Context: an optimization exercise on an open-source flow, tuned for small area, a short achievable clock period and few clock cycles. The choices shown serve that exercise and are no tape-out recipe.
Where RTL was checked, it was by simulation tests only, not by an equivalence proof against the original.
No functional check of the RTL was part of runs 1 to 3.
No run shown here takes its clock network from TritonCTS; it comes from the design's own scripts or RTL.
The clock port is modelled as an ideal driver, which makes a skipped or thinned clock tree look cheaper than it is; a real chip needs a root buffer or a tree.

==> flow/design.v <==
module HT_TOP(
    input clk,
    input rst_n,
    input in_valid,
    input [2:0] in_weight,
    input out_mode,
    output reg out_valid,
    output reg out_code
);
function [3:0] add3(input [2:0] a, input [2:0] b);
    reg [2:0] g, p; reg [3:0] c;
    begin
        g = a & b; p = a ^ b;
        c[0] = 1'b0;
        c[1] = g[0];
        c[2] = g[1] | (p[1] & g[0]);
        c[3] = g[2] | (p[2] & g[1]) | (p[2] & p[1] & g[0]);
        add3 = {c[3], p ^ c[2:0]};
    end
endfunction
function [5:0] add6(input [5:0] a, input [5:0] b);
    reg [5:0] g, p, c;
    begin
        g = a & b; p = a ^ b;
        c[0] = 1'b0;
        c[1] = g[0];
        c[2] = g[1] | (p[1] & g[0]);
        c[3] = g[2] | (p[2] & g[1]) | (p[2] & p[1] & g[0]);
        c[4] = g[3] | (p[3] & g[2]) | (p[3] & p[2] & g[1]) | (p[3] & p[2] & p[1] & g[0]);
        c[5] = g[4] | (p[4] & g[3]) | (p[4] & p[3] & g[2]) | (p[4] & p[3] & p[2] & g[1])
             | (p[4] & p[3] & p[2] & p[1] & g[0]);
        add6 = p ^ c;
    end
endfunction
function ge3(input [2:0] a, input [2:0] b);
    reg [2:0] gt, lt;
    begin
        gt = a & ~b; lt = ~a & b;
        ge3 = ~(lt[2] | (~gt[2] & (lt[1] | (~gt[1] & lt[0]))));
    end
endfunction
function ge6(input [5:0] a, input [5:0] b);
    reg [5:0] gt, lt;
    begin
        gt = a & ~b; lt = ~a & b;
        ge6 = ~(lt[5] | (~gt[5] & (lt[4] | (~gt[4] & (lt[3] | (~gt[3] &
              (lt[2] | (~gt[2] & (lt[1] | (~gt[1] & lt[0]))))))))));
    end
endfunction
reg       iv;               
always @(posedge clk or negedge rst_n) begin
    if (!rst_n)
        iv <= 1'b0;
    else
        iv <= in_valid;
end
always @(posedge clk) begin
end
localparam IDLE = 2'd0, IN = 2'd1, MERGE = 2'd2, OUT = 2'd3;
reg [1:0] phase;
reg [2:0] cnt;             
reg [4:0] coh;             
reg [5:0] w [0:7];
reg [4:0] m [0:7];
reg [5:0] Y;               
reg [6:0] cr [0:4];        
reg [4:0] rootbit;         
reg       rb;              
reg merging;                
wire in_phase = !merging;
wire [2:0] k = cnt;         
wire md = mode;
reg [4:0] leaf_m;
always @(*) begin
    leaf_m = 5'd0;
    if (!md) begin
        case (k)
            3'd4: leaf_m = 5'b00001;
            3'd5: leaf_m = 5'b00010;
            3'd6: leaf_m = 5'b00100;
            3'd7: leaf_m = 5'b01000;
            3'd3: leaf_m = 5'b10000;
            default: leaf_m = 5'd0;
        endcase
    end else begin
        case (k)
            3'd4: leaf_m = 5'b00001;
            3'd2: leaf_m = 5'b00010;
            3'd5: leaf_m = 5'b00100;
            3'd0: leaf_m = 5'b01000;
            3'd1: leaf_m = 5'b10000;
            default: leaf_m = 5'd0;
        endcase
    end
end
wire [9:0] st, c;
genvar g;
generate
    for (g = 0; g < 8; g = g + 1) begin : cmp
        assign c[g]  = ge6(w[g], Y);
        assign st[g] = (k > 7 - g) && c[g];
    end
endgenerate
assign st[9:8] = 2'b11;
assign c[9:8]  = 2'b11;
wire [5:0] nw = Y;
wire [4:0] nm = in_phase ? leaf_m : (m[0] | m[1]);
wire [5:0] wx [0:9];
wire [4:0] mx [0:9];
generate
    for (g = 0; g < 8; g = g + 1) begin : ext
        assign wx[g] = w[g];
        assign mx[g] = m[g];
    end
endgenerate
assign wx[8] = 6'h3f; assign wx[9] = 6'h3f;
assign mx[8] = 5'd0;  assign mx[9] = 5'd0;
wire [3:0] s_in_a = add3(Y[2:0], w[1][2:0]);
wire [3:0] s_in_b = add3(w[1][2:0], w[2][2:0]);
wire [5:0] s_m_a = add6(Y, w[2]);
wire [5:0] s_m_b = add6(w[2], w[3]);
wire [5:0] s_next = in_phase ? (st[2] ? {2'd0, s_in_a} : {2'd0, s_in_b})
                             : (c[3] ? s_m_a : s_m_b);
wire [7:0] selA, selB;
wire [10:0] dA [0:7];
wire [10:0] dB [0:7];
wire [10:0] dN = {nm, nw};
generate
    for (g = 0; g < 8; g = g + 1) begin : upd
        assign selA[g] = in_phase ? st[g] : (g > 0 ? c[g+1] : 1'b0);
        assign selB[g] = in_phase ? st[g+1] : c[g+2];
        assign dA[g] = in_phase ? {mx[g], wx[g]} : {mx[g+1], wx[g+1]};
        assign dB[g] = in_phase ? {mx[g+1], wx[g+1]} : {mx[g+2], wx[g+2]};
        wire [10:0] nxt = ({11{selA[g]}} & dA[g]) | ({11{~selA[g] & selB[g]}} & dN)
                        | ({11{~selB[g]}} & dB[g]);
        always @(posedge clk) begin
            w[g] <= nxt[5:0];
            m[g] <= nxt[10:6];
        end
    end
endgenerate
always @(posedge clk)
    Y <= ip_next ? {3'd0, in_weight} : s_next;
wire fuse = (phase == MERGE) && (cnt == 3'd5);
wire ip_next = !((phase == IN && cnt == 3'd7) || (phase == MERGE && !fuse));
integer j;
always @(posedge clk) begin
    for (j = 0; j < 5; j = j + 1) begin
        if (phase == IDLE || phase == IN)
            cr[j] <= 7'd1;
        else if (phase == MERGE) begin
            if (m[0][j] | m[1][j])
                cr[j] <= {cr[j][5:0], m[0][j]};
            if (fuse)
                rootbit[j] <= ~((m[0][j] | m[1][j]) ^ c[2]);
        end else if (coh[j] && !rb)
            cr[j] <= {1'b0, cr[j][6:1]};
    end
end
reg [4:0] emp, lst, top;
always @(*) begin
    for (j = 0; j < 5; j = j + 1) begin
        emp[j] = (cr[j] == 7'd1);
        lst[j] = (cr[j][6:1] == 6'd1);
        top[j] = cr[j][0];
    end
end
wire cempty = |(coh & emp);
wire last = |(coh & lst);
wire adv = rb ? cempty : last;       
wire empty0 = (cr[0] == 7'd1) && !(m[0][0] | m[1][0]);
always @(posedge clk or negedge rst_n) begin
    if (!rst_n) begin
        phase <= IDLE;
        out_valid <= 1'b0;
        out_code <= 1'b0;
    end else begin
        case (phase)
            IDLE: begin
                out_valid <= 1'b0;
                if (iv) phase <= IN;
            end
            IN: begin
                if (cnt == 3'd7) phase <= MERGE;
            end
            MERGE: begin
                if (fuse) begin
                    phase <= OUT;
                    out_valid <= 1'b1;
                    out_code <= ~((m[0][0] | m[1][0]) ^ c[2]);
                end
            end
            OUT: begin
                out_code <= |(coh & (rb ? rootbit : top));
                if (adv && coh[4]) phase <= IDLE;
            end
        endcase
    end
end
always @(posedge clk or negedge rst_n) begin
    if (!rst_n)
        merging <= 1'b0;
    else
        merging <= !ip_next;
end
always @(posedge clk or negedge rst_n) begin
    if (!rst_n)
        cnt <= 3'd0;
    else if ((phase == IDLE && iv) || phase == IN || (phase == MERGE && !fuse))
        cnt <= cnt + 3'd1;
    else if (fuse)
        cnt <= 3'd0;
end
reg mode;
always @(posedge clk)
    if (in_valid && !iv)
        mode <= out_mode;
always @(posedge clk) begin
    case (phase)
        MERGE: begin
            coh <= empty0 ? 5'b00010 : 5'b00001;
            rb <= empty0;
        end
        OUT: begin
            if (adv) begin
                coh <= {coh[3:0], 1'b0};
                rb <= 1'b1;
            end else
                rb <= 1'b0;
        end
    endcase
end
endmodule
==> flow/flow/run.sh <==
#!/bin/bash
# Own flow: the standard layout, with a hook after CTS that replaces the
# clock tree by four clkbuf_16 fed by the clock port (flow/reclk.tcl).
set -euo pipefail
W=$(pwd)
export FLOW_FLOW_DIR="$W/flow"
export POST_CTS_TCL="$W/flow/post_cts.tcl"
bash standard.sh finish > "$W/standard_flow.log" 2>&1
==> flow/flow/post_cts.tcl <==
# POST_CTS hook (see run.sh): rebuild the clock tree one buffer deep, then
# legalize and repair as ORFS's CTS step does.
source $::env(FLOW_FLOW_DIR)/reclk.tcl
my_reclock
detailed_placement
estimate_parasitics -placement
repair_timing_helper
detailed_placement
check_placement -verbose
==> flow/flow/reclk.tcl <==
proc my_reclock {} {
  set block [ord::get_db_block]
  set clkport_net [$block findNet clk]
  set recs {}
  foreach p [all_registers -clock_pins] {
    set it [sta::sta_to_db_pin $p]
    set loc [[$it getInst] getLocation]
    lappend recs [list $it [lindex $loc 0] [lindex $loc 1]]
  }
  # four groups of equal size
  set byx [lsort -integer -index 1 $recs]
  set n [llength $byx]
  set h [expr {$n / 2}]
  set halves [list [lrange $byx 0 [expr {$h - 1}]] [lrange $byx $h end]]
  set groups {}
  foreach half $halves {
    set byy [lsort -integer -index 2 $half]
    set m [llength $byy]
    set k [expr {$m / 2}]
    lappend groups [lrange $byy 0 [expr {$k - 1}]] [lrange $byy $k end]
  }
  # the old tree: its nets
  set oldnets {}
  foreach dnet [$block getNets] {
    if {[string match "clknet_*" [$dnet getName]]} { lappend oldnets $dnet }
  }
  # new buffers and nets; move the clock pins to them. Each quarter has a
  # root buffer on the clock port feeding two leaf buffers, each leaf feeding
  # half of the quarter's clock pins.
  set master [[ord::get_db] findMaster sky130_fd_sc_hd__clkbuf_16]
  $clkport_net setSigType CLOCK
  set q 0
  foreach grp $groups {
    set rnet [odb::dbNet_create $block "bclk_rnet$q"]
    $rnet setSigType CLOCK
    set rbuf [odb::dbInst_create $block $master "bclk_rbuf$q"]
    [$rbuf findITerm A] connect $clkport_net
    [$rbuf findITerm X] connect $rnet
    set byx [lsort -integer -index 1 $grp]
    set c [llength $byx]
    set k [expr {$c / 2}]
    set rx 0; set ry 0
    set l 0
    foreach sub [list [lrange $byx 0 [expr {$k - 1}]] [lrange $byx $k end]] {
      set cnet [odb::dbNet_create $block "bclk_net${q}_$l"]
      $cnet setSigType CLOCK
      set buf [odb::dbInst_create $block $master "bclk_buf${q}_$l"]
      [$buf findITerm A] connect $rnet
      [$buf findITerm X] connect $cnet
      set sx 0; set sy 0
      foreach r $sub {
        set it [lindex $r 0]
        if {[$it getNet] ne "NULL"} { $it disconnect }
        $it connect $cnet
        set sx [expr {$sx + [lindex $r 1]}]; set sy [expr {$sy + [lindex $r 2]}]
      }
      set cs [llength $sub]
      set bx [expr {$sx / $cs}]; set by [expr {$sy / $cs}]
      $buf setLocation $bx $by
      $buf setPlacementStatus PLACED
      set rx [expr {$rx + $bx}]; set ry [expr {$ry + $by}]
      puts "my_reclock: bclk_buf${q}_$l drives $cs clock pins"
      incr l
    }
    $rbuf setLocation [expr {$rx / 2}] [expr {$ry / 2}]
    $rbuf setPlacementStatus PLACED
    incr q
  }
  # remove what is left of the old tree: its buffers, dummy loads and nets
  set dead {}
  foreach it [$clkport_net getITerms] {
    set inst [$it getInst]
    if {![string match "bclk_*" [$inst getName]]} { lappend dead $inst }
  }
  foreach dnet $oldnets {
    foreach it [$dnet getITerms] { lappend dead [$it getInst] }
  }
  set names {}
  foreach inst $dead {
    set nm [$inst getName]
    if {[lsearch -exact $names $nm] < 0} { lappend names $nm }
  }
  foreach nm $names {
    set inst [$block findInst $nm]
    puts "my_reclock: removing $nm ([[$inst getMaster] getName])"
    foreach it [$inst getITerms] {
      if {[$it getNet] ne "NULL"} { $it disconnect }
    }
    odb::dbInst_destroy $inst
  }
  foreach dnet $oldnets { odb::dbNet_destroy $dnet }
}
==> flow/standard.sh <==
#!/bin/bash
# synth_recipe.tcl (not shown) runs the flow's synth.tcl, then flattens the netlist and writes it again
# the make line also repeats each setting of config.mk as NAME=value (left out here)
make -C /OpenROAD-flow-scripts/flow DESIGN_CONFIG=/design/flow/config.mk WORK_HOME=/design/flow/orfs CLKGATE_MAP_FILE= SYNTH_SCRIPT=/design/flow/synth_recipe.tcl "${@:-finish}"
==> flow/config.mk <==
export PLATFORM = sky130hd
export DESIGN_NAME = HT_TOP
export DESIGN_NICKNAME = HT_TOP
export VERILOG_FILES = /design/flow/design.v
export SDC_FILE = /design/flow/constraint.sdc
export NUM_CORES = 4
export LEC_CHECK = 0
export ABC_AREA = 1
export CAP_MARGIN = 20
export CORE_MARGIN = 2
export CORE_UTILIZATION = 40
export SETUP_SLACK_MARGIN = 3.98
export SLEW_MARGIN = 20
==> flow/constraint.sdc <==
create_clock -name core_clock -period 6.0 [get_ports {clk}]
set_input_delay 1.2000 -clock core_clock [delete_from_list [all_inputs] [get_ports {clk}]]
set_output_delay 1.2000 -clock core_clock [all_outputs]
set_load 0.01 [all_outputs]
==> results.toml, run 1 <==
[synthesis]
ys_seq_area_share_pct = 33.6
synth_nets = 1505
synth_top_area_cell = "dfxtp_1"
synth_compound_area_share_pct = 11.5
netlist_top_cells_area = "dfxtp_1 (27%), nand2_1 (21%), nand3_1 (9.0%)"
yosys_warnings = 4
yosysTopAreaCellShare_pct = 27.4
synth_cell_types = 42
synth.cell_area_um2 = 9430
synthCells = 1452
synth-simple-area-share_pct = 36.3
ys_seq_elements = 150
syn_area_per_cell_um2 = 6.49
synth-xor-area-share_pct = 1.21
synth_adder_area_share_pct = 6.43
muxShareOfSynthArea_pct = 0
synth_top_family_by_area = "simple AND/OR/NAND/NOR gates"

[sta]
worst_pin_slew_ps = 734
rsz0062_at_grt = "yes"
fin_ws_ps = 3830
layout_min_cycle_time_ps = 2170
drv_slew = 0
setup_tns_ps = 0
holdWs_ps = 474
skew_ps = 8.37
period_share_pct = 36.1
hold_violations = 0
slew_headroom_pct = 50.7
fmaxAchievable_mhz = 462
setup-violations-final = 0

[global_routing]
met3_usage_pct = 3.19
grt_max_degree = 55
grt_usage_pct = 22.8
grt_pass1_vias = 8809
top_usage_layer = "met2"
grt_antenna_before_repair = 0
grt_overflow_total = 0
grt_pass1_wl_um = 45800
met2_usage_pct = 37.7
grt_use_met1_pct = 30.4

[clock_network]
clk_latency_ps = 280
clk_pin_slew_ps = 90
numClockSinks = 150

[worst_setup_path]
cp_common_cell = "nand2_1"
reg2reg_depth = 17
cp-end-kind = "flip-flop"
cp_slowest_cell = "dfxtp_2"
start_kind = "flip-flop"
path_max_fanout = 5
cp_data_required_time_ps = 6230
critPathMaxStageDelay_ps = 350
cp_top_family = "buffers and inverters"
critical_path_buf_inv_count = 7
cp_num_cells = 17
crit_type = "flip-flop to flip-flop"
crit_arrival_ps = 2390
path_cells = "buf_12, clkinvlp_4, buf_4, buf_6, o22ai_2, nand3_1, nand3_1, nand2_1, nand2_1, nand2_2, nand2_4, buf_4, clkbuf_16, nand3_1, nand2_1, inv_1, nand2_1"

[final_layout]
syn_to_final_growth_pct = 26.3
post-route-util_pct = 51.0
instances_no_fill = 1831
drive_above_1_share_pct = 19.4
fin_nets = 1567
n_antenna_cell = 0
fillerInstances = 2295
postLayoutCellArea_um2 = 11900

[floorplan]
die_h_um = 158
io_pins = 9
start_util_pct = 40.4
core-area_um2 = 23300
die_w_um = 158
dieArea_um2 = 24800
rows = 56

[route]
vias = 9682
dr.pass1.iters = 5
via_per_inst = 5.29
routed_wl_um = 30000
wl_per_cell_um = 16.4
drt_iter0_drc = 816
drc = 0
drtAntennaViolNets = 0

[hold_path]
hold_path.class = "flip-flop to flip-flop"
hold_depth = 2

[placement]
gp_congestion = 0.850
dp.cells = 1714
hpwl_um = 17800
pre_cts_slack_ps = 2480
placed_cell_area_um2 = 9580
port_buffers = 8

[flow_run]
maxCapViolCount = 0

[run_status]
status = "finished clean"
[cell usage in the layout (no fill, tap or decap), types with 22 or more instances in the layout]
| cell | n |
|---|---|
| dfxtp_1 | 123 |
| nand2_2 | 32 |
| a31oi_1 | 26 |
| ha_1 | 37 |
| buf_6 | 22 |
| nor2_1 | 49 |
| nand3_1 | 142 |
| o21ai_0 | 80 |
| nand2_1 | 491 |
| buf_4 | 45 |
| inv_1 | 128 |
| nand3_2 | 28 |
[registers in the layout (all words and copies together), names as in the netlist, 2 cells and up]
name and cells:
m 40, w 48, phase 2, cnt 3
Y 6, coh 5, rootbit 5, cr 35
[per-layer routing]
layer / wire length, µm / part of all wire (%)
met5: 0 / 0
met4: 909 / 3.0
met3: 1420 / 4.7
met2: 14400 / 48
met1: 13200 / 44
[cell type report]
| class | instances | area (µm²) | share of cell area (%) |
|---|---|---|---|
| Sequential cell | 150 | 3190 | 26.8 |
| Buffer | 12 | 300 | 2.52 |
| Multi-Input combinational cell | 1076 | 6100 | 51.3 |
| Tap cell | 319 | 399 | 3.35 |
| Timing Repair Buffer | 100 | 1160 | 9.77 |
| Inverter | 167 | 691 | 5.80 |
| Timing Repair inverter | 7 | 58.8 | 0.494 |
[cells in the mapped netlist, drive strengths merged]
cell type	n
a31oi	27
nand3	173
a211oi	2
xnor2	7
xor2	6
nor4	2
dfrtp	9
nor3	4
nand2	545
o211ai	12
nor2	62
clkinv	15
fa	4
dfxtp	129
inv	152
o221ai	1
a21oi	29
o221a	1
a21o	1
buf	44
o22ai	15
a21boi	2
edfxtp	12
ha	42
o21bai	1
nand3b	2
nand4	20
clkbuf	30
o21ai	103
[worst paths after layout]
| check | startpoint | to | slack, ps |
|---|---|---|---|
| max reg2reg | Y[1] | m[5][3] | 3830 |
| min in group asynchronous | rst_n | out_valid | 1220 |
| max in group asynchronous | rst_n | merging | 4450 |
| min reg2reg | m[7][1] | m[7][1] | 470 |
| min | m[7][1] | m[7][1] | 470 |
| max | Y[1] | m[5][3] | 3830 |
[cells by family (layout without fill, tap and decap cells)]
| family | count (synthesis) | in the layout |
|---|---|---|
| simple gates | 808 | 823 |
| buf+inv | 241 | 286 |
| compound gates | 194 | 194 |
| flops | 150 | 150 |
| fa+ha+maj | 46 | 46 |
| xor+xnor | 13 | 13 |
[tightest hold or removal path: stages, from the launching register on]
cell and delay [ps]:
dfxtp_1 330, nand2_1 60, nand2_1 40
==> inputs of run 2 (changes only) <==
--- a/flow/design.v
+++ b/flow/design.v
@@ -95,2 +95,4 @@
 end
+wire [7:0] valid = {|k, k[2] | k[1], k[2] | (k[1] & k[0]), k[2],
+                    k[2] & (k[1] | k[0]), k[2] & k[1], &k, 1'b0};
 wire [9:0] st, c;
@@ -100,3 +102,3 @@
         assign c[g]  = ge6(w[g], Y);
-        assign st[g] = (k > 7 - g) && c[g];
+        assign st[g] = valid[g] && c[g];
     end
--- a/flow/config.mk
+++ b/flow/config.mk
@@ -11,3 +11,3 @@
 export CORE_UTILIZATION = 40
-export SETUP_SLACK_MARGIN = 3.98
+export SETUP_SLACK_MARGIN = 3.9
 export SLEW_MARGIN = 20
==> results.toml, run 2 <==
[placement]
placed_cell_area_um2 = 8980
port_buffers = 8
hpwl_um = 15600
gp_congestion = 0.802
dp.cells = 1573

[final_layout]
postLayoutCellArea_um2 = 10100
syn_to_final_growth_pct = 14.0
layout_common_cells = "nand2_1 (449), nand3_1 (143), inv_1 (136), dfxtp_1 (116), o21ai_0 (93)"
instances_no_fill = 1624
final_common_cell = "nand2_1"
largest_register = "w"
n_antenna_cell = 0
largestRegisters = "w x42, m x40, cr x35"
largest_reg_flops = 42
drive_above_1_share_pct = 10.6
fin_nets = 1400

[synthesis]
ys_seq_area_share_pct = 34.3
yosys_warnings = 4
synth_flop_cell = "dfxtp_1"
yosysTopAreaCellShare_pct = 27.7
async_flop_share_pct = 6.25
netlist_top_cells_area = "dfxtp_1 (28%), nand2_1 (19%), nand3_1 (8.7%)"
syn_area_per_cell_um2 = 6.61
synth_top_area_cell = "dfxtp_1"
synth.cell_area_um2 = 8880
synth_edf_count = 12
synthCells = 1344
synth_cell_types = 44
synth_nets = 1398
ys_seq_elements = 144
synth_most_common_cell = "nand2_1"
yosys-top-cells-count = "nand2_1 (457), nand3_1 (154), inv_1 (144)"

[worst_setup_path]
cp_data_required_time_ps = 6170
path_cells = "clkinvlp_4, ha_4, inv_2, nand2_1, nand2_1, nand2_1, nand2_1, nand2_1, nand2_1, nand2_2, nand2_4, nand3_4, nand2_8, clkinvlp_4, clkbuf_16, nand3_2, nand2_1"
cp_common_cell = "nand2_1"
cp_slowest_cell = "dfxtp_4"
cp-end-kind = "flip-flop"
critical_path_buf_inv_count = 4
critPathMaxStageDelay_ps = 390
crit_type = "flip-flop to flip-flop"
crit_arrival_ps = 2270
path_max_fanout = 6
start_kind = "flip-flop"
cp_top_family = "simple AND/OR/NAND/NOR gates"

[route]
drt_iter0_drc = 773
drtAntennaViolNets = 0
dr.pass1.iters = 5
via_per_inst = 5.22
vias = 8479
routed_wl_um = 24300
drc = 0
wl_per_cell_um = 15.0

[global_routing]
grt_usage_pct = 19.7
met2_usage_pct = 30.5
grt_antenna_before_repair = 0
grt_overflow_total = 0
grt_pass1_vias = 7530
grt_use_met1_pct = 29.8
grt_pass1_wl_um = 38800
grt_max_degree = 69
top_usage_layer = "met2"
met3_usage_pct = 2.24

[sta]
drv_slew = 0
skew_ps = 12.9
hold_violations = 0
period_share_pct = 34.9
setup-violations-final = 0
layout_min_cycle_time_ps = 2100
rsz0062_at_grt = "yes"
slew_headroom_pct = 61.1
setup_tns_ps = 0
worst_pin_slew_ps = 579
fmaxAchievable_mhz = 477

[clock_network]
numClockSinks = 144
clk_pin_slew_ps = 80
clk_latency_ps = 280

[floorplan]
io_pins = 9
start_util_pct = 40.7
core-area_um2 = 21800
dieArea_um2 = 23400
rows = 54
die_w_um = 153
die_h_um = 153

[hold_path]
hold_path.class = "flip-flop to flip-flop"

[run_status]
status = "finished clean"

[flow_run]
maxCapViolCount = 0
-- run 2: changes by cell type in the layout (fill, tap and decap cells not counted), sizes merged, moves of 3 or more --
cell    delta
o211ai     -7
nand3     -16
xnor2      -3
clkinv    -12
o21ai      +5
a31oi      -3
dfxtp      -6
buf       -53
nand2     -83
a21oi     +10
-- run 2: layout make-up --
type                       instances  area (µm²)
timing repair buffer              46         502
sequential                       144        3080
fill                            2201       11700
timing repair inverter             2        15.0
inverter                         158         676
tap                              280         350
multi-input combinational        982        5200
buffer                            12         300
-- run 2: metrics by stage --
| stage | hold WS [ps] | util [%] | setup WS (ps) |
|---|---|---|---|
| after floorplan | 448 | - | 4050 |
| after global placement | 463 | 41.2 | 3100 |
| after detailed placement | 467 | 41.2 | 3030 |
| after global routing | 510 | 46.4 | 3750 |
| final | 480 | 46.4 | 3900 |
-- run 2: path summary, 6_finish.rpt --
kind / slack, ps / endpoint / start / depth (start not counted)
max in group asynchronous: 4440 / merging / rst_n / 1
min in group asynchronous: 1230 / merging / rst_n / 1
worst min-delay path: 480 / m[7][0] / m[7][0] / 2
worst max register to register: 3900 / m[1][1] / w[2][1] / 17
worst max-delay path: 3900 / m[1][1] / w[2][1] / 17
worst min register to register: 480 / m[7][0] / m[7][0] / 2
-- run 2: metal layers --
metal	routed length, µm	up-vias
li1	-	4376
met2	10900	205
met4	239	0
met3	1070	12
met5	0	-
met1	12100	3886
-- run 2: worst reg2reg max path: cells and delay by family (launching register included) --
kind / cells / cell delay [ps]
and+or+nand+nor: 12 / 910
buffers and inverters: 4 / 490
DFF: 1 / 390
adders and majority gates: 1 / 190
-- run 2: cells by family (layout without fill, tap and decap cells) --
group	count (synthesis)	in the layout	share of synthesized area [%]
buffers and inverters	224	218	11.1
XOR/XNOR	11	11	1.09
AO/OA/AOI/OAI	203	203	12.6
adder cells (fa/ha/maj)	47	47	6.96
flip-flops	144	144	34.3
AND/OR/NAND/NOR	715	721	33.9
==> inputs of run 3 (changes only) <==
--- a/flow/design.v
+++ b/flow/design.v
@@ -68,4 +68,3 @@
 reg       rb;              
-reg merging;                
-wire in_phase = !merging;
+reg in_phase;               
 wire [2:0] k = cnt;         
@@ -203,5 +202,5 @@
     if (!rst_n)
-        merging <= 1'b0;
+        in_phase <= 1'b1;
     else
-        merging <= !ip_next;
+        in_phase <= ip_next;
 end
==> results.toml, run 3 <==
[sta]
layout_min_cycle_time_ps = 2100
period_share_pct = 35.0
skew_ps = 11.1
hold_violations = 0
slew_headroom_pct = 53.0
fin_ws_ps = 3900
setup_tns_ps = 0
drv_slew = 0
setup-violations-final = 0
worst_pin_slew_ps = 697
rsz0062_at_grt = "yes"
fmaxAchievable_mhz = 476

[final_layout]
syn_to_final_growth_pct = 17.4
postLayoutCellArea_um2 = 10600
layout_common_cells = "nand2_1 (415), inv_1 (162), nand3_1 (141), dfxtp_1 (116), o21ai_0 (110)"
n_antenna_cell = 0
largest_reg_flops = 42
largest_register = "w"
drive_above_1_share_pct = 13.7
final_common_cell = "nand2_1"
fin_nets = 1443
largestRegisters = "w x42, m x40, cr x35"

[global_routing]
grt_overflow_total = 0
grt_pass1_vias = 7970
grt_max_degree = 53
grt_antenna_before_repair = 0
grt_usage_pct = 21.1
grt_pass1_wl_um = 41300

[clock_network]
numClockSinks = 144
clk_latency_ps = 280
clk_pin_slew_ps = 90

[worst_setup_path]
startpoint = "w[2][1]"
cp_num_cells = 16
reg2reg_depth = 16
cp-end-kind = "flip-flop"
start_kind = "flip-flop"
crit_end = "m[1][1]"
r2r_setup_slack_ps = 3900
timing.rr.start = "w[2][1]"
critPathMaxStageDelay_ps = 430
cp_common_cell = "nand2_1"
cp_top_family = "simple AND/OR/NAND/NOR gates"
critical_path_buf_inv_count = 3
path_max_fanout = 7
path_cells = "clkinvlp_4, ha_4, inv_2, nand2_2, nand2_2, nand2_1, nand2_1, nand2_1, nand2_1, nand2_2, nand2_8, nand3_4, nand2_8, clkinvlp_4, nand3_2, nand2_1"
cp_data_required_time_ps = 6180
rr_endpoint = "m[1][1]"
crit_type = "flip-flop to flip-flop"
cp_slowest_cell = "dfxtp_4"
crit_arrival_ps = 2280

[synthesis]
yosys-top-cells-count = "nand2_1 (435), inv_1 (172), nand3_1 (160)"
syn_area_per_cell_um2 = 6.60
synth_flop_cell = "dfxtp_1"
synth_edf_count = 12
synth_most_common_cell = "nand2_1"
netlist_top_cells_area = "dfxtp_1 (27%), nand2_1 (18%), nand3_1 (8.9%)"
ys_seq_elements = 144
synth_top_area_cell = "dfxtp_1"
async_flop_share_pct = 6.25
yosys_warnings = 4
yosysTopAreaCellShare_pct = 27.2
synth_cell_types = 49
ys_seq_area_share_pct = 33.7
synth.cell_area_um2 = 9040
synthCells = 1370
synth_nets = 1424

[route]
dr.pass1.iters = 5
vias = 8839
top_layer = "met4"
drc = 0
drtAntennaViolNets = 0
drt_iter0_drc = 587
routed_wl_um = 26400
met3WireLength_um = 1270
via_per_inst = 5.30
dr_wl_met2_um = 11800
wl_per_cell_um = 15.8
met1Wirelength_um = 12800

[run_status]
status = "finished clean"

[floorplan]
start_util_pct = 41.0
io_pins = 9
core-area_um2 = 22000
die_h_um = 154
rows = 54
dieArea_um2 = 23800
die_w_um = 154

[placement]
port_buffers = 8
hpwl_um = 16500
placed_cell_area_um2 = 9160
pre_cts_slack_ps = 3020
gp_congestion = 0.858

[hold_path]
hold_path.class = "flip-flop to flip-flop"

[flow_run]
maxCapViolCount = 0
[run 3: tightest hold or removal path, stage by stage, from the launching register on]
cell and delay (ps):
dfxtp_1 330, nand2_1 60, a21oi_1 50
[run 3: cell families after synthesis]
family,share of synthesized area (%)
buf+inv,12.1
compound gates,13.7
simple gates,32.5
xor+xnor,1.07
flops,33.7
fa+ha+maj,6.84
[run 3: routing by layer]
| layer | vias up | global-route usage [%] |
|---|---|---|
| li1 | 4484 | - |
| met1 | 4117 | 30.7 |
| met2 | 208 | 32.8 |
| met3 | 30 | 2.94 |
| met4 | 0 | 5.60 |
| met5 | - | 0 |
[run 3: worst min path at each step]
stage,startpoint,to,slack (ps),cells past startpoint
detailed placement,out_code,out_code,470,2
floorplan,cr[4][0],cr[4][1],450,2
global placement,cr[2][6],cr[2][6],470,2
finish,cr[3][6],cr[3][6],480,2
global route,cr[4][6],cr[4][6],510,2
[run 3: final cells by class]
cell class | count | area, µm²
fillers | 2257 | 11400
plain buffers | 12 | 300
repair inverters | 4 | 31.3
well taps | 280 | 350
multi-input cells | 978 | 5470
flip-flops and latches | 144 | 3070
repair buffers | 61 | 629
inverters | 188 | 762
[run 3: per-stage QoR]
stage / hold WS (ps) / utilization (%) / std cells
floorplan: 451 / - / 1370
global placement: 466 / 41.6 / 1600
global route: 508 / 48.2 / 1667
finish: 480 / 48.2 / 1667
detailed placement: 471 / 41.6 / 1600
==> inputs of run 4 (changes only) <==
--- a/flow/design.v
+++ b/flow/design.v
@@ -43,6 +43,11 @@
     reg [5:0] gt, lt;
+    reg l54, g54, l32, g32, l10;
     begin
         gt = a & ~b; lt = ~a & b;
-        ge6 = ~(lt[5] | (~gt[5] & (lt[4] | (~gt[4] & (lt[3] | (~gt[3] &
-              (lt[2] | (~gt[2] & (lt[1] | (~gt[1] & lt[0]))))))))));
+        l54 = lt[5] | (~gt[5] & lt[4]);
+        g54 = gt[5] | (~lt[5] & gt[4]);
+        l32 = lt[3] | (~gt[3] & lt[2]);
+        g32 = gt[3] | (~lt[3] & gt[2]);
+        l10 = lt[1] | (~gt[1] & lt[0]);
+        ge6 = ~(l54 | (~g54 & (l32 | (~g32 & l10))));
     end
@@ -68,3 +73,4 @@
 reg       rb;              
-reg in_phase;               
+reg merging;                
+wire in_phase = !merging;
 wire [2:0] k = cnt;         
@@ -202,5 +208,5 @@
     if (!rst_n)
-        in_phase <= 1'b1;
+        merging <= 1'b0;
     else
-        in_phase <= ip_next;
+        merging <= !ip_next;
 end
--- a/flow/config.mk
+++ b/flow/config.mk
@@ -11,3 +11,3 @@
 export CORE_UTILIZATION = 40
-export SETUP_SLACK_MARGIN = 3.9
+export SETUP_SLACK_MARGIN = 3.97
 export SLEW_MARGIN = 20
==> results.toml, run 4 <==
[final_layout]
post-route-util_pct = 47.1
largest_register = "w"
layout_common_cells = "nand2_1 (551), inv_1 (147), nand3_1 (146), dfxtp_1 (117), o21ai_0 (90)"
fin_nets = 1520
syn_to_final_growth_pct = 16.0
instances_no_fill = 1749
final_common_cell = "nand2_1"
n_antenna_cell = 0
seq_area_um2 = 3070
multi_input_area_um2 = 5510
largest_reg_flops = 42
largestRegisters = "w x42, m x40, cr x35"
fillerInstances = 2292
drive_above_1_share_pct = 10.9

[global_routing]
grt_usage_pct = 21.1
grt_pass1_vias = 8101
grt_antenna_before_repair = 0
grt_max_degree = 67
grt_overflow_total = 0
grt_pass1_wl_um = 42000

[clock_network]
numClockSinks = 144
clk_pin_slew_ps = 80
clk_latency_ps = 280

[sta]
period_share_pct = 33.5
layout_min_cycle_time_ps = 2010
drv_slew = 0
rsz0062_at_grt = "yes"
setup-violations-final = 0
fmaxAchievable_mhz = 498
skew_ps = 9.97
holdWs_ps = 481
worst_pin_slew_ps = 461
hold_violations = 0
setup_tns_ps = 0
slew_headroom_pct = 69.3

[floorplan]
io_pins = 9
dieArea_um2 = 24100
rows = 55
die_w_um = 155
die_h_um = 155
core-area_um2 = 22600
start_util_pct = 40.6

[synthesis]
synth_top_area_cell = "dfxtp_1"
muxShareOfSynthArea_pct = 0
yosys_warnings = 4
yosys-top-cells-count = "nand2_1 (558), inv_1 (151), nand3_1 (151)"
synth-xor-area-share_pct = 1.15
synth_most_common_cell = "nand2_1"
synth_nets = 1497
synth_cell_types = 39
ys_seq_area_share_pct = 33.2
synth.cell_area_um2 = 9170
yosysTopAreaCellShare_pct = 26.9
synthCells = 1443
synth_compound_area_share_pct = 11.1
synth_top_family_by_area = "simple AND/OR/NAND/NOR gates"
netlist_top_cells_area = "dfxtp_1 (27%), nand2_1 (23%), nand3_1 (8.2%)"
synth_edf_count = 12
synth_adder_area_share_pct = 6.74
synth-simple-area-share_pct = 36.7
ys_seq_elements = 144
async_flop_share_pct = 6.25
syn_area_per_cell_um2 = 6.35
synth_flop_cell = "dfxtp_1"

[route]
drc = 0
drt_iter0_drc = 710
routed_wl_um = 26600
via_per_inst = 5.16
vias = 9032
dr.pass1.iters = 5
wl_per_cell_um = 15.2
drtAntennaViolNets = 0

[worst_setup_path]
reg2reg_depth = 11
cp-end-kind = "output pin"
cp_slowest_cell = "dfrtp_1"
start_kind = "flip-flop"
crit_type = "flip-flop to output pin"
critPathMaxStageDelay_ps = 390
path_max_fanout = 2
critical_path_buf_inv_count = 1
path_cells = "buf_2"
cp_num_cells = 1
cp_data_required_time_ps = 4800
cp_top_family = "flip-flops"
crit_arrival_ps = 810

[placement]
port_buffers = 8
dp.cells = 1685
hpwl_um = 17200
gp_congestion = 0.902

[flow_run]
maxCapViolCount = 0

[hold_path]
hold_depth = 2
hold_path.class = "flip-flop to flip-flop"

[run_status]
status = "finished clean"
==> run 4: stage by stage <==
| step | cell area (µm²) | worst slack, ps |
|---|---|---|
| floorplan | 9170 | 3990 |
| global placement | 9350 | 3000 |
| detailed placement | 9350 | 2910 |
| global route | 10600 | 3910 |
| finish | 10600 | 3990 |
==> run 4: metal layers <==
metal	vias up	track usage [%]	routed length, µm
met4	0	4.28	231
met2	239	32.8	11800
li1	4637	-	-
met1	4141	30.9	13000
met3	15	3.31	1680
met5	-	0	0
==> run 4: cell families after synthesis <==
| logic type | count (synthesis) |
|---|---|
| and+or+nand+nor | 813 |
| buffers and inverters | 239 |
| AOI/OAI and AO/OA | 188 |
| DFF | 144 |
| adders and majority gates | 47 |
| xor gates and xnor gates | 12 |
==> run 4: layout make-up <==
type / instances / area share [%]
plain buffers: 12 / 2.82
inverters: 177 / 6.67
multi-input cells: 1066 / 51.8
flip-flops and latches: 144 / 28.9
well taps: 285 / 3.35
repair buffers: 64 / 6.40
repair inverters: 1 / 0.0353
==> run 4: path summary, 6_finish.rpt <==
kind / startpoint / to / slack (ps)
worst min-delay path: cr[0][6] / cr[0][6] / 480
min in group asynchronous: rst_n / cnt[1] / 1220
max in group asynchronous: rst_n / merging / 4450
worst max register to register: Y[4] / w[1][1] / 4010
worst max-delay path: out_code / out_code / 3990
worst min register to register: cr[0][6] / cr[0][6] / 480
Testbench counts of run 4, summed over its fixed seeds: cycles 17,157.
==> inputs of run 5 (changes only) <==
--- a/flow/config.mk
+++ b/flow/config.mk
@@ -7,3 +7,2 @@
 export LEC_CHECK = 0
-export ABC_AREA = 1
 export CAP_MARGIN = 20
@@ -11,3 +10,3 @@
 export CORE_UTILIZATION = 40
-export SETUP_SLACK_MARGIN = 3.97
+export SETUP_SLACK_MARGIN = 3.9
 export SLEW_MARGIN = 20
==> results.toml, run 5 <==
[worst_setup_path]
cp_top_family = "compound AO/OA/AOI/OAI gates"
cp-end-kind = "flip-flop"
crit_type = "flip-flop to flip-flop"
r2r_setup_slack_ps = 3630
critPathMaxStageDelay_ps = 470
path_cells = "nor2b_4, a211oi_2, o41ai_2, buf_4, maj3_2, a2bb2oi_4, buf_6, buf_6, buf_16, a22oi_2, o21ai_1"
cp_slowest_cell = "dfxtp_1"
crit_arrival_ps = 2520
cp_common_cell = "buf_6"
path_max_fanout = 7
critical_path_buf_inv_count = 4
reg2reg_depth = 11
rr_endpoint = "m[3][2]"
timing.rr.start = "w[5][2]"
cp_data_required_time_ps = 6150
start_kind = "flip-flop"
startpoint = "w[5][2]"

[route]
drtAntennaViolNets = 0
wl_per_cell_um = 20.5
via_per_inst = 5.89
vias = 7607
drc = 0
drt_iter0_drc = 536
routed_wl_um = 26400
dr.pass1.iters = 5

[floorplan]
start_util_pct = 41.1
die_h_um = 151
core-area_um2 = 21200
dieArea_um2 = 22900
rows = 53
io_pins = 9
die_w_um = 151

[hold_path]
min_from = "m[7][3]"
hold_path.class = "flip-flop to flip-flop"
worst_hold_path.endpoint = "m[6][3]"
hold_depth = 1

[sta]
setup-violations-final = 0
skew_ps = 9.52
drv_slew = 0
setup_tns_ps = 0
worst_pin_slew_ps = 611
fin_ws_ps = 3630
rsz0062_at_grt = "yes"
layout_min_cycle_time_ps = 2370
slew_headroom_pct = 59.3
hold_violations = 0
period_share_pct = 39.5
fmaxAchievable_mhz = 422

[final_layout]
largest_register = "w"
largestRegisters = "w x42, m x40, cr x35"
syn_to_final_growth_pct = 31.9
layout_common_cells = "dfxtp_1 (107), mux2i_1 (73), nor2_1 (71), buf_4 (66), nand2_1 (62)"
final_common_cell = "dfxtp_1"
largest_reg_flops = 42
fin_nets = 1073
n_antenna_cell = 0
fillerInstances = 1768
drive_above_1_share_pct = 37.9

[synthesis]
yosysTopAreaCellShare_pct = 28.4
synth_most_common_cell = "dfxtp_1"
ys_seq_area_share_pct = 35.1
synth_flop_cell = "dfxtp_1"
async_flop_share_pct = 6.25
yosys_warnings = 4
ys_seq_elements = 144
netlist_top_cells_area = "dfxtp_1 (28%), mux2i_1 (8.6%), ha_1 (6.2%)"
synth.cell_area_um2 = 8680
synth_nets = 975
syn_area_per_cell_um2 = 9.43
synthCells = 921
synth_top_area_cell = "dfxtp_1"
yosys-top-cells-count = "dfxtp_1 (123), nor2_1 (81), mux2i_1 (75)"
synth_cell_types = 80
synth_edf_count = 12

[global_routing]
grt_antenna_before_repair = 0
grt_pass1_wl_um = 41500
grt_overflow_total = 0
grt_pass1_vias = 7549
grt_max_degree = 42
grt_usage_pct = 23.3

[clock_network]
clk_pin_slew_ps = 80
numClockSinks = 144
clk_latency_ps = 280

[placement]
gp_congestion = 0.860
port_buffers = 8
hpwl_um = 15700
pre_cts_slack_ps = 2460

[flow_run]
maxCapViolCount = 0

[run_status]
status = "finished clean"
## run 5: worst max path at each step
stage,to,slack [ps],cells after the start
after floorplan,m[1][3],3690,10
after global placement,m[2][0],2510,7
after detailed placement,m[2][1],2460,7
after global routing,m[2][4],3590,10
final,m[3][2],3630,11
## run 5: cells by family after synthesis
kind of cell / after synthesis / synth area share (%)
AOI/OAI and AO/OA: 246 / 23.8
and+or+nand+nor: 235 / 12.7
DFF: 144 / 35.1
buffers and inverters: 118 / 5.96
muxes: 105 / 12.5
adders and majority gates: 58 / 8.40
xor gates and xnor gates: 15 / 1.51
## run 5: cell type report
class                   count  area [µm²]  area share (%)
repair inverters            1        6.26          0.0546
inverters                  63         267            2.33
flip-flops and latches    144        3100            27.1
repair buffers            133        1350            11.8
multi-input cells         664        6090            53.2
plain buffers              12         300            2.62
well taps                 275         344            3.00
## run 5: metal layers
layer | share of wire [%] | global-route usage, % | vias to the layer above
met5 | 0 | 0 | -
met4 | 3.4 | 9.02 | 0
met3 | 5.2 | 3.28 | 61
met2 | 49 | 39.8 | 256
met1 | 43 | 29.6 | 3677
li1 | - | - | 3613
## run 5: through the flow
step                cells  hold WS [ps]  util (%)  cell area [µm²]
floorplan             921           458         -             8800
global placement     1157           483      42.5             8990
detailed placement   1157           481      42.5             8990
global route         1292           540      54.2            11500
finish               1292           510      54.2            11500
## run 5: worst register-to-register path: cells and delay by family, from the launching register on
| family | cells | cell delay (ps) |
|---|---|---|
| flops | 1 | 470 |
| simple gates | 1 | 220 |
| compound gates | 5 | 720 |
| buf+inv | 4 | 600 |
| fa+ha+maj | 1 | 220 |
==> inputs of run 6 (changes only) <==
--- a/flow/config.mk
+++ b/flow/config.mk
@@ -7,2 +7,3 @@
 export LEC_CHECK = 0
+export ABC_AREA = 1
 export CAP_MARGIN = 20
==> results.toml, run 6 <==
[final_layout]
largest_register = "w"
final_common_cell = "nand2_1"
instances_no_fill = 1735
fillerInstances = 2332
layout_common_cells = "nand2_1 (552), inv_1 (147), nand3_1 (146), dfxtp_1 (119), o21ai_0 (93)"
post-route-util_pct = 45.9
syn_to_final_growth_pct = 13.1
fin_nets = 1506
n_antenna_cell = 0
drive_above_1_share_pct = 9.52
postLayoutCellArea_um2 = 10400
largest_reg_flops = 42
largestRegisters = "w x42, m x40, cr x35"

[synthesis]
yosys_warnings = 4
ys_seq_area_share_pct = 33.2
synth_edf_count = 12
synth_cell_types = 39
yosysTopAreaCellShare_pct = 26.9
async_flop_share_pct = 6.25
netlist_top_cells_area = "dfxtp_1 (27%), nand2_1 (23%), nand3_1 (8.2%)"
synth_top_area_cell = "dfxtp_1"
synth.cell_area_um2 = 9170
syn_area_per_cell_um2 = 6.35
synthCells = 1443
synth_most_common_cell = "nand2_1"
synth_nets = 1497
synth_flop_cell = "dfxtp_1"
yosys-top-cells-count = "nand2_1 (558), inv_1 (151), nand3_1 (151)"
ys_seq_elements = 144

[clock_network]
clk_latency_ps = 280
numClockSinks = 144
clk_pin_slew_ps = 80

[worst_setup_path]
rr_endpoint = "cr[3][1]"
crit_type = "flip-flop to flip-flop"
r2r_setup_slack_ps = 3980
cp-end-kind = "flip-flop"
critPathMaxStageDelay_ps = 400
start_kind = "flip-flop"
cp_common_cell = "buf_12"
reg2reg_depth = 10
cp_slowest_cell = "dfrtp_1"
path_cells = "inv_1, ha_1, buf_12, clkinvlp_4, buf_12, nor2_1, a21oi_2, clkinv_2, o21ai_0, a31oi_1"
startpoint = "phase[0]"
timing.rr.start = "phase[0]"
path_max_fanout = 30
cp_data_required_time_ps = 6160
crit_arrival_ps = 2180

[floorplan]
core-area_um2 = 22600
die_w_um = 155
start_util_pct = 40.6
die_h_um = 155
io_pins = 9
rows = 55
dieArea_um2 = 24100

[global_routing]
grt_max_degree = 67
grt_pass1_vias = 8037
grt_usage_pct = 21.0
grt_pass1_wl_um = 41700
grt_antenna_before_repair = 0
grt_overflow_total = 0

[placement]
dp.cells = 1685
hpwl_um = 17200
pre_cts_slack_ps = 2910
placed_cell_area_um2 = 9350
port_buffers = 8
gp_congestion = 0.902

[sta]
slew_headroom_pct = 69.9
rsz0062_at_grt = "yes"
period_share_pct = 33.7
fin_ws_ps = 3980
layout_min_cycle_time_ps = 2020
setup_tns_ps = 0
skew_ps = 10.8
hold_violations = 0
fmaxAchievable_mhz = 495
drv_slew = 0
worst_pin_slew_ps = 452
holdWs_ps = 482
setup-violations-final = 0

[hold_path]
min_from = "cr[0][6]"
hold_path.class = "flip-flop to flip-flop"
worst_hold_path.endpoint = "cr[0][6]"
hold_depth = 2

[run_status]
status = "finished clean"

[route]
wl_per_cell_um = 14.8
routed_wl_um = 25700
dr.pass1.iters = 5
via_per_inst = 5.15
vias = 8942
drt_iter0_drc = 650
drtAntennaViolNets = 0
drc = 0

[flow_run]
maxCapViolCount = 0
[run 6: cells by family (layout without fill, tap and decap cells)]
group / Yosys count / in the layout / share of synthesized area [%]
flops: 144 / 144 / 33.2
buf+inv: 239 / 239 / 11.0
simple gates: 813 / 820 / 36.7
xor+xnor: 12 / 12 / 1.15
fa+ha+maj: 47 / 47 / 6.74
compound gates: 188 / 188 / 11.1
[run 6: cell type report]
class / instances / area, µm² / share of cell area, %
buffer: 12 / 300 / 2.90
inverter: 177 / 699 / 6.74
multi-input combinational: 1067 / 5460 / 52.7
sequential: 144 / 3060 / 29.5
tap: 285 / 357 / 3.44
timing repair buffer: 48 / 479 / 4.62
timing repair inverter: 2 / 7.51 / 0.0724
[run 6: worst max-delay path by stage]
stage          cells after the start  slack [ps]       end
5_1_grt                           10        3840  cr[3][2]
3_3_place_gp                      11        3000   w[1][1]
6_report                          10        3980  cr[3][1]
3_5_place_dp                      11        2910   m[1][1]
2_1_floorplan                     13        3990   w[2][2]
[run 6: critical path: cells and delay by family, from the launching register on]
kind	cells	cell delay, ps
buffers and inverters	5	670
flip-flops	1	400
AO/OA/AOI/OAI	3	500
adder cells (fa/ha/maj)	1	230
AND/OR/NAND/NOR	1	80
[run 6: per-layer routing]
layer  GRT usage, %  up-vias  part of all wire [%]
met5              0        -                     0
met4           4.15        0                   1.0
met3           2.92       19                   5.4
met2           32.6      204                    44
met1           31.0     4110                    49
li1               -     4609                     -
==> inputs of run 7 (changes only) <==
--- a/flow/flow/reclk.tcl
+++ b/flow/flow/reclk.tcl
@@ -29,3 +29,3 @@
   # half of the quarter's clock pins.
-  set master [[ord::get_db] findMaster sky130_fd_sc_hd__clkbuf_16]
+  set master [[ord::get_db] findMaster sky130_fd_sc_hd__buf_12]
   $clkport_net setSigType CLOCK
==> results.toml, run 7 <==
[worst_setup_path]
cp_slowest_cell = "dfxtp_1"
cp_common_cell = "nand2_1"
path_cells = "buf_6, inv_4, ha_1, a21oi_1, nand2_1, nand2_1, nand2_4, nand3_2, nand2_4, buf_4, nor2_4, nand2_1, nand2_1"
crit_arrival_ps = 2200
crit_type = "flip-flop to flip-flop"
path_max_fanout = 14
critPathMaxStageDelay_ps = 340
start_kind = "flip-flop"
cp-end-kind = "flip-flop"
cp_data_required_time_ps = 6180
cp_top_family = "simple AND/OR/NAND/NOR gates"
critical_path_buf_inv_count = 3

[clock_network]
clk_latency_ps = 230
numClockSinks = 144
clk_pin_slew_ps = 90

[global_routing]
grt_pass1_wl_um = 41800
grt_pass1_vias = 8037
grt_max_degree = 67
grt_overflow_total = 0
grt_antenna_before_repair = 0
grt_usage_pct = 21.0

[floorplan]
dieArea_um2 = 24100
die_h_um = 155
start_util_pct = 40.6
die_w_um = 155
rows = 55
core-area_um2 = 22600
io_pins = 9

[sta]
worst_pin_slew_ps = 455
layout_min_cycle_time_ps = 2020
slew_headroom_pct = 69.6
setup_tns_ps = 0
hold_violations = 0
rsz0062_at_grt = "yes"
period_share_pct = 33.6
fmaxAchievable_mhz = 496
drv_slew = 0
skew_ps = 12.2
setup-violations-final = 0

[synthesis]
synth_cell_types = 39
ys_seq_area_share_pct = 33.2
syn_area_per_cell_um2 = 6.35
synth_top_area_cell = "dfxtp_1"
ys_seq_elements = 144
synth_edf_count = 12
yosys_warnings = 4
synthCells = 1443
async_flop_share_pct = 6.25
synth_nets = 1497
synth_most_common_cell = "nand2_1"
yosys-top-cells-count = "nand2_1 (558), inv_1 (151), nand3_1 (151)"
yosysTopAreaCellShare_pct = 26.9
synth.cell_area_um2 = 9170
synth_flop_cell = "dfxtp_1"
netlist_top_cells_area = "dfxtp_1 (27%), nand2_1 (23%), nand3_1 (8.2%)"

[final_layout]
syn_to_final_growth_pct = 12.3
layout_common_cells = "nand2_1 (552), nand3_1 (148), inv_1 (147), dfxtp_1 (119), o21ai_0 (94)"
largestRegisters = "w x42, m x40, cr x35"
final_common_cell = "nand2_1"
fin_nets = 1505
n_antenna_cell = 0
drive_above_1_share_pct = 9.32
largest_register = "w"
fillerInstances = 2339
largest_reg_flops = 42

[run_status]
status = "finished clean"

[route]
wl_per_cell_um = 14.8
drt_iter0_drc = 655
dr.pass1.iters = 5
via_per_inst = 5.15
drc = 0
drtAntennaViolNets = 0
routed_wl_um = 25600
vias = 8928

[placement]
gp_congestion = 0.902
port_buffers = 8
hpwl_um = 17200

[flow_run]
maxCapViolCount = 0

[hold_path]
hold_path.class = "flip-flop to flip-flop"
-- run 7: cell counts after synthesis --
Identical to the previous run, type by type.
-- run 7: worst paths after layout --
check,endpoint,cells after the start,slack (ps),startpoint
worst max-delay path,w[1][0],13,3980,Y[3]
worst min-delay path,cr[0][6],2,480,cr[0][6]
worst max register to register,w[1][0],13,3980,Y[3]
worst min register to register,cr[0][6],2,480,cr[0][6]
max in group asynchronous,merging,1,4400,rst_n
min in group asynchronous,cnt[2],1,1270,rst_n
-- run 7: tightest hold or removal path, cell delays in order, from the launching register on --
cell and delay [ps]:
dfxtp_1 320, nand2_1 60, a21oi_1 50
-- run 7: area by class of cell --
| class | instances | area [µm²] | area share (%) |
|---|---|---|---|
| multi-input combinational | 1066 | 5450 | 52.9 |
| sequential | 144 | 3060 | 29.8 |
| inverter | 177 | 699 | 6.79 |
| timing repair buffer | 48 | 479 | 4.66 |
| tap | 285 | 357 | 3.46 |
| buffer | 12 | 240 | 2.33 |
| timing repair inverter | 2 | 7.51 | 0.0729 |
-- run 7: kinds of logic (layout without fill, tap and decap cells) --
kind of cell             Yosys count  count (layout)  share of synthesized area, %
adder cells (fa/ha/maj)           47              47                          6.74
buffers and inverters            239             239                          11.0
AND/OR/NAND/NOR                  813             819                          36.7
flip-flops                       144             144                          33.2
AO/OA/AOI/OAI                    188             188                          11.1
XOR/XNOR                          12              12                          1.15
-- run 7: stage by stage --
| stage | cells | instance area, µm² | setup slack, ps | util, % | hold WS [ps] |
|---|---|---|---|---|---|
| 6_report | 1734 | 10300 | 3980 | 45.6 | 482 |
| 5_1_grt | 1734 | 10300 | 3840 | 45.6 | 506 |
| 3_5_place_dp | 1685 | 9350 | 2910 | 41.4 | 472 |
| 3_3_place_gp | 1685 | 9350 | 3000 | 41.4 | 468 |
| 2_1_floorplan | 1443 | 9170 | 3990 | - | 448 |
-- run 7: layer usage --
layer,part of all wire (%),global-route usage [%]
met5,0,0
met4,1.1,4.19
met3,5.8,2.95
met2,44,32.7
met1,49,31.0
==> inputs of run 8 (changes only) <==
--- a/flow/config.mk
+++ b/flow/config.mk
@@ -11,3 +11,3 @@
 export CORE_UTILIZATION = 40
-export SETUP_SLACK_MARGIN = 3.9
+export SETUP_SLACK_MARGIN = 4.0
 export SLEW_MARGIN = 20
==> results.toml, run 8 <==
[run_status]
status = "finished clean"

[global_routing]
grt_overflow_total = 0
grt_antenna_before_repair = 0
grt_pass1_wl_um = 41800
grt_usage_pct = 21.2
grt_pass1_vias = 8083
grt_max_degree = 67

[placement]
hpwl_um = 17100
gp_congestion = 0.862
pre_cts_slack_ps = 3140
port_buffers = 8

[synthesis]
synth_flop_cell = "dfxtp_1"
synth_cell_types = 39
synthCells = 1443
yosysTopAreaCellShare_pct = 26.9
synth_most_common_cell = "nand2_1"
async_flop_share_pct = 6.25
yosys_warnings = 4
synth_nets = 1497
synth_edf_count = 12
syn_area_per_cell_um2 = 6.35
yosys-top-cells-count = "nand2_1 (558), inv_1 (151), nand3_1 (151)"
netlist_top_cells_area = "dfxtp_1 (27%), nand2_1 (23%), nand3_1 (8.2%)"
synth_top_area_cell = "dfxtp_1"
synth.cell_area_um2 = 9170
ys_seq_area_share_pct = 33.2
ys_seq_elements = 144

[sta]
skew_ps = 15.5
layout_min_cycle_time_ps = 1960
setup-violations-final = 0
holdWs_ps = 477
slew_headroom_pct = 64.8
worst_pin_slew_ps = 526
hold_violations = 0
fin_ws_ps = 4040
setup_tns_ps = 0
fmaxAchievable_mhz = 511
rsz0062_at_grt = "yes"
drv_slew = 0
period_share_pct = 32.6

[worst_setup_path]
crit_arrival_ps = 760
crit_type = "flip-flop to output pin"
path_max_fanout = 2
cp_top_family = "flip-flops"
cp_data_required_time_ps = 4800
path_cells = "buf_2"
start_kind = "flip-flop"
cp_slowest_cell = "dfrtp_1"
cp-end-kind = "output pin"
critical_path_buf_inv_count = 1
critPathMaxStageDelay_ps = 380

[final_layout]
syn_to_final_growth_pct = 16.5
drive_above_1_share_pct = 12.9
fin_nets = 1535
fillerInstances = 2283
largestRegisters = "w x42, m x40, cr x35"
n_antenna_cell = 0
largest_register = "w"
largest_reg_flops = 42
post-route-util_pct = 47.3
final_common_cell = "nand2_1"
layout_common_cells = "nand2_1 (552), nand3_1 (147), inv_1 (142), dfxtp_1 (113), o21ai_0 (95)"

[route]
via_per_inst = 5.11
dr.pass1.iters = 5
drtAntennaViolNets = 0
drc = 0
wl_per_cell_um = 15.0
vias = 9022
drt_iter0_drc = 687
routed_wl_um = 26500

[clock_network]
clk_pin_slew_ps = 90
clk_latency_ps = 230
numClockSinks = 144

[floorplan]
die_w_um = 155
die_h_um = 155
dieArea_um2 = 24100
start_util_pct = 40.6
rows = 55
core-area_um2 = 22600
io_pins = 9

[hold_path]
hold_path.class = "flip-flop to flip-flop"

[flow_run]
maxCapViolCount = 0
run 8: final cells by class:
cell class              instances  area [µm²]  area share [%]
multi-input cells            1066        5540            51.9
well taps                     285         357            3.34
repair inverters                2        12.5           0.117
plain buffers                  12         240            2.25
flip-flops and latches        144        3090            28.9
repair buffers                 78         729            6.83
inverters                     177         712            6.67
run 8: per-stage QoR:
| step | instances | cell area [µm²] |
|---|---|---|
| final | 1764 | 10700 |
| after global placement | 1681 | 9320 |
| after detailed placement | 1681 | 9320 |
| after global routing | 1764 | 10700 |
| after floorplan | 1443 | 9170 |
run 8: kinds of logic (layout without fill, tap and decap cells):
family / count (synthesis) / in the layout / synth area share, %
flops: 144 / 144 / 33.2
buf+inv: 239 / 269 / 11.0
compound gates: 188 / 188 / 11.1
fa+ha+maj: 47 / 47 / 6.74
simple gates: 813 / 819 / 36.7
xor+xnor: 12 / 12 / 1.15
run 8: tightest hold or removal path, cell delays in order, from the launching register on:
cell     delay (ps)
dfxtp_1         320
nand2_1          60
a21oi_1          50
run 8: worst paths after layout:
| check | startpoint | to | slack, ps | depth (start not counted) |
|---|---|---|---|---|
| min in group asynchronous | rst_n | iv | 1270 | 1 |
| setup reg to reg | phase[0] | cr[4][1] | 4050 | 10 |
| setup / recovery | out_valid | out_valid | 4040 | 1 |
| hold reg to reg | cr[1][6] | cr[1][6] | 480 | 2 |
| hold / removal | cr[1][6] | cr[1][6] | 480 | 2 |
| max in group asynchronous | rst_n | merging | 4390 | 1 |
run 8: metal layers:
layer / track usage, % / share of wire (%) / vias up / wire length (µm)
met5: 0 / 0 / - / 0
met4: 5.42 / 1.9 / 0 / 501
met3: 3.45 / 5.7 / 34 / 1520
met2: 33.3 / 44 / 238 / 11700
met1: 30.2 / 48 / 4082 / 12800
li1: - / - / 4668 / -
==> inputs of run 9 (changes only) <==
--- a/flow/config.mk
+++ b/flow/config.mk
@@ -11,3 +11,3 @@
 export CORE_UTILIZATION = 40
-export SETUP_SLACK_MARGIN = 4.0
+export SETUP_SLACK_MARGIN = 4.1
 export SLEW_MARGIN = 20
==> results.toml, run 9 <==
[run_status]
status = "finished clean"

[synthesis]
ys_seq_area_share_pct = 33.2
yosys-top-cells-count = "nand2_1 (558), inv_1 (151), nand3_1 (151)"
synthCells = 1443
syn_area_per_cell_um2 = 6.35
synth_most_common_cell = "nand2_1"
synth.cell_area_um2 = 9170
synth_nets = 1497
netlist_top_cells_area = "dfxtp_1 (27%), nand2_1 (23%), nand3_1 (8.2%)"
async_flop_share_pct = 6.25
ys_seq_elements = 144
synth_edf_count = 12
yosys_warnings = 4
synth_cell_types = 39
yosysTopAreaCellShare_pct = 26.9
synth_top_area_cell = "dfxtp_1"
synth_flop_cell = "dfxtp_1"

[hold_path]
min_from = "m[7][0]"
worst_hold_path.endpoint = "m[7][0]"
hold_depth = 2
hold_path.class = "flip-flop to flip-flop"

[route]
routed_wl_um = 28400
drt_iter0_drc = 784
vias = 9405
wl_per_cell_um = 15.6
drc = 0
via_per_inst = 5.16
dr.pass1.iters = 5
drtAntennaViolNets = 0

[floorplan]
io_pins = 9
core-area_um2 = 22600
rows = 55
die_h_um = 155
dieArea_um2 = 24100
die_w_um = 155
start_util_pct = 40.6

[clock_network]
clk_pin_slew_ps = 90
clk_latency_ps = 230
numClockSinks = 144

[global_routing]
grt_max_degree = 73
grt_usage_pct = 22.7
grt_pass1_vias = 8607
grt_overflow_total = 0
grt_antenna_before_repair = 0
grt_pass1_wl_um = 44500

[sta]
slew_headroom_pct = 62.6
rsz0062_at_grt = "yes"
worst_pin_slew_ps = 558
fmaxAchievable_mhz = 497
period_share_pct = 33.5
setup_tns_ps = 0
setup-violations-final = 0
skew_ps = 8.50
drv_slew = 0
layout_min_cycle_time_ps = 2010
hold_violations = 0
holdWs_ps = 478

[final_layout]
drive_above_1_share_pct = 19.4
syn_to_final_growth_pct = 26.5
post-route-util_pct = 51.4
layout_common_cells = "nand2_1 (533), nand3_1 (142), inv_1 (138), dfxtp_1 (111), buf_4 (94)"
seq_area_um2 = 3090
fin_nets = 1594
largestRegisters = "w x42, m x40, cr x35"
largest_reg_flops = 42
fillerInstances = 2198
final_common_cell = "nand2_1"
largest_register = "w"
multi_input_area_um2 = 5810
n_antenna_cell = 0

[worst_setup_path]
crit_type = "flip-flop to flip-flop"
reg2reg_depth = 14
cp_data_required_time_ps = 6170
timing.rr.start = "Y[1]"
rr_endpoint = "m[1][0]"
path_max_fanout = 7
crit_arrival_ps = 2180
start_kind = "flip-flop"
r2r_setup_slack_ps = 3990
cp-end-kind = "flip-flop"

[placement]
gp_congestion = 0.858
port_buffers = 8
hpwl_um = 17300

[flow_run]
maxCapViolCount = 0
run 9: how the worst max path moves through the flow:
| stage | end | cells past startpoint | startpoint |
|---|---|---|---|
| 3_5_place_dp | w[2][1] | 9 | merging |
| 5_1_grt | m[1][0] | 14 | Y[1] |
| 6_report | m[1][0] | 14 | Y[1] |
| 2_1_floorplan | rootbit[0] | 6 | phase[0] |
| 3_3_place_gp | w[2][0] | 9 | merging |
run 9: logic make-up after synthesis:
family | count (synthesis) | synth area share, %
flip-flops | 144 | 33.2
buffers and inverters | 239 | 11.0
AO/OA/AOI/OAI | 188 | 11.1
XOR/XNOR | 12 | 1.15
adder cells (fa/ha/maj) | 47 | 6.74
AND/OR/NAND/NOR | 813 | 36.7
run 9: per-stage QoR:
step / setup slack, ps / std cells / instance area (µm²)
finish: 3990 / 1823 / 11600
global route: 3910 / 1823 / 11600
detailed placement: 2950 / 1680 / 9320
global placement: 3040 / 1680 / 9320
floorplan: 4110 / 1443 / 9180
run 9: final cells by class:
cell class                 count  area share, %
multi-input combinational   1069           50.1
sequential                   144           26.7
timing repair buffer         132           11.5
inverter                     177           6.45
tap                          285           3.08
buffer                        12           2.07
timing repair inverter         4          0.140
run 9: routing by layer:
metal | track usage [%] | share of wire, %
met2 | 37.2 | 47
met1 | 31.8 | 47
met3 | 2.56 | 4.5
met5 | 0 | 0
met4 | 6.03 | 1.7
run 9: worst max-delay path, stage by stage, from the launching register on:
cell and delay [ps]:
dfxtp_4 420, clkinvlp_4 160, buf_6 160, ha_4 150, o21bai_4 120, nand3_2 100
nand3_2 80, nand2_2 60, nand2_2 80, nand2_4 110, nor2_4 140, buf_6 120
buf_12 120, nand2_2 50, nand2_1 70

separate check: timing with driven ports:
The flow's constraints put no driver on any port. The routed layouts listed below were extracted and timed again, unchanged, in two steps. Step 1 (the two cells are an assumption about what drives the block):
set clk [get_ports {clk}]
set_driving_cell -lib_cell sky130_fd_sc_hd__clkbuf_16 $clk
set_driving_cell -lib_cell sky130_fd_sc_hd__buf_2 [delete_from_list [all_inputs] $clk]
Step 2 also shifts input and output timing later by t, the mid clock arrival at the registers, as if the neighbouring blocks saw the same clock. a / b / c = ideal ports / drivers / drivers and shift; a / b = the first two.
run | t, ns | setup slack, ns | clock arrival spread, ns | slew at the worst register clock pin (ns) | worst slew at a driven data input, ns
run 1 | 0.376 | 3.835 / 3.835 / 3.835 | 0.008 / 0.009 | 0.09 / 0.09 | 0.03
run 2 | 0.368 | 3.904 / 3.896 / 3.887 | 0.014 / 0.014 | 0.09 / 0.09 | 0.04
run 3 | 0.370 | 3.900 / 3.900 / 3.886 | 0.011 / 0.011 | 0.09 / 0.09 | 0.04
run 4 | 0.370 | 3.991 / 3.895 / 3.884 | 0.010 / 0.010 | 0.09 / 0.09 | 0.04
run 5 | 0.369 | 3.629 / 3.629 / 3.629 | 0.011 / 0.011 | 0.09 / 0.09 | 0.04
run 6 | 0.370 | 3.980 / 3.897 / 3.880 | 0.012 / 0.012 | 0.08 / 0.08 | 0.04
run 7 | 0.325 | 3.984 / 3.942 / 3.880 | 0.013 / 0.013 | 0.09 / 0.09 | 0.04
run 8 | 0.326 | 4.042 / 3.943 / 3.891 | 0.015 / 0.015 | 0.09 / 0.09 | 0.04
run 9 | 0.328 | 3.990 / 3.948 / 3.881 | 0.010 / 0.010 | 0.09 / 0.09 | 0.04
After both steps setup and hold are still met in every run listed. For run 8, which loses most, drivers alone change the setup slack by -0.099 ns; drivers and shift together by -0.151 ns.
